Context: an optimization exercise on an open-source flow, tuned for small area. The choices shown serve that exercise and are no tape-out recipe. The clock port is modelled as an ideal driver; clocking choices that lean on that would not hold on a real chip.

Design sisc, start of the top module:
module sisc (clk, rst_f, imem_addr, imem_rdata, dmem_addr, dmem_wdata, dmem_we, dmem_rdata, halted);
  input         clk, rst_f;
  output [15:0] imem_addr;
  input  [31:0] imem_rdata;
  output [15:0] dmem_addr;
  output [31:0] dmem_wdata;
  output        dmem_we;
  input  [31:0] dmem_rdata;
  output        halted;
  reg  [4:0]  ph;         
  reg         rot;        
  reg         hlt;
  reg  [15:0] pc;
  reg  [3:0]  st;         
  reg         c;          
  reg         acc;        
  reg  [4:0]  k;          
  reg  [15:0] a;          
  reg  [31:0] t;          
  reg  [31:0] r1, r2, r3, r4, r5, r6, r7, r8, r9, r10, r11, r12, r13, r14, r15;
  wire [3:0] op = imem_rdata[31:28];
  wire [3:0] mm = imem_rdata[27:24];
  wire [3:0] rs = imem_rdata[23:20];
  wire [3:0] rt = imem_rdata[19:16];
  wire [3:0] rd = imem_rdata[15:12];
  wire [3:0] fn = imem_rdata[3:0];
  wire act   = ~hlt;
  wire mm8   = (mm == 4'd8);
  wire isalu = (op == 4'd8);
  wire immf  = isalu & mm8;
  wire regf  = isalu & ~mm8;
  wire islod = (op == 4'd1);
  wire isstr = (op == 4'd2);
  wire isls  = islod | isstr;
  wire isswp = (op == 4'd3);
  wire ishlt = (op == 4'd15);
  wire isbr  = (op == 4'd4) | (op == 4'd5) | (op == 4'd6);
  wire issh  = regf & (fn[3:2] == 2'b10);
  wire two   = isalu | isls | isswp;
  wire last  = two ? rot : 1'b1;
  wire pcp   = act & ~ishlt & last & ph[4];      
  wire r0    = ~rot;
  wire anys  = |(mm & st);
  wire tk    = isbr & ((op == 4'd6) ? ~anys : anys);
  wire rel   = ~(tk & ((op == 4'd4) | (op == 4'd6)));
  reg pa, pb;
  always @* begin
    case (rs)
      4'd1: pa = r1[0];   4'd2: pa = r2[0];   4'd3: pa = r3[0];   4'd4: pa = r4[0];
      4'd5: pa = r5[0];   4'd6: pa = r6[0];   4'd7: pa = r7[0];   4'd8: pa = r8[0];
      4'd9: pa = r9[0];   4'd10: pa = r10[0]; 4'd11: pa = r11[0]; 4'd12: pa = r12[0];
      4'd13: pa = r13[0]; 4'd14: pa = r14[0]; 4'd15: pa = r15[0];
      default: pa = 1'b0;
    endcase
    case (rt)
      4'd1: pb = r1[0];   4'd2: pb = r2[0];   4'd3: pb = r3[0];   4'd4: pb = r4[0];
      4'd5: pb = r5[0];   4'd6: pb = r6[0];   4'd7: pb = r7[0];   4'd8: pb = r8[0];
      4'd9: pb = r9[0];   4'd10: pb = r10[0]; 4'd11: pb = r11[0]; 4'd12: pb = r12[0];
      4'd13: pb = r13[0]; 4'd14: pb = r14[0]; 4'd15: pb = r15[0];
      default: pb = 1'b0;
    endcase
  end
  ...
export LEC_CHECK = 0
export CAP_MARGIN = 20
export CORE_MARGIN = 2
export CORE_UTILIZATION = 70
export PLACE_DENSITY = 0.8
export SLEW_MARGIN = 20
create_clock -name core_clock -period 10.0 [get_ports {clk}]
standard.sh (not shown) runs the stock make flow with config.mk's settings and CLKGATE_MAP_FILE= SYNTH_SCRIPT=/design/flow/synth_recipe.tcl, a recipe that flattens the netlist after the stock synthesis.
==> flow/flow/run.sh <==
#!/bin/bash
# Standard ORFS layout (standard synthesis unchanged) with small port buffers
# and a clock tree with larger sink clusters and no dummy loads.
set -euo pipefail
export BUFFER_PORTS_ARGS="-buffer_cell sky130_fd_sc_hd__buf_1"
export CTS_ARGS="-sink_clustering_enable -repair_clock_nets -dont_use_dummy_load -sink_clustering_size 30 -sink_clustering_max_diameter 100"
bash standard.sh finish > flow_make.log 2>&1
Rerun with:
==> flow/flow/run.sh (replaced) <==
#!/bin/bash
# Standard ORFS layout (standard synthesis unchanged) with small port buffers
# and a clock tree with larger sink clusters and no dummy loads.
set -euo pipefail
export BUFFER_PORTS_ARGS="-buffer_cell sky130_fd_sc_hd__buf_1"
export CTS_ARGS="-sink_clustering_enable -repair_clock_nets -dont_use_dummy_load -sink_clustering_size 40 -sink_clustering_max_diameter 100"
bash standard.sh finish > flow_make.log 2>&1
Settings changed: CORE_UTILIZATION 70 to 80, PLACE_DENSITY 0.8 to 0.85.
What happened: This time the run never finished: it broke off in 3_5_place_dp, error DPL-0033; area after synthesis is unchanged; synthesized cell count does not change.
No run of this note included a check of the RTL's function; only the layout flow was run.

==> afterwards: timing with drivers on the ports <==
Ports are ideal in the flow. The routed layout listed here was re-timed in OpenROAD.
Step 1, drivers: a clkbuf_16 drives clk and a buf_2 each remaining input, both assumed.
Step 2, shift: input delay + t, output delay - t, t = (earliest + latest rising clock arrival at the registers) / 2. This alone moves slack from input paths to output paths.
Slacks: ideal ports / drivers / drivers and shift; pairs: ideal ports / drivers.
run: the first run
t (ns): 0.578
setup slack, ns: 3.932 / 3.909 / 3.331
clock arrival spread, ns: 0.078 / 0.078
After both steps the first run still meets setup and hold. For the first run, drivers alone change the setup slack by -0.023 ns; drivers and shift together by -0.601 ns.
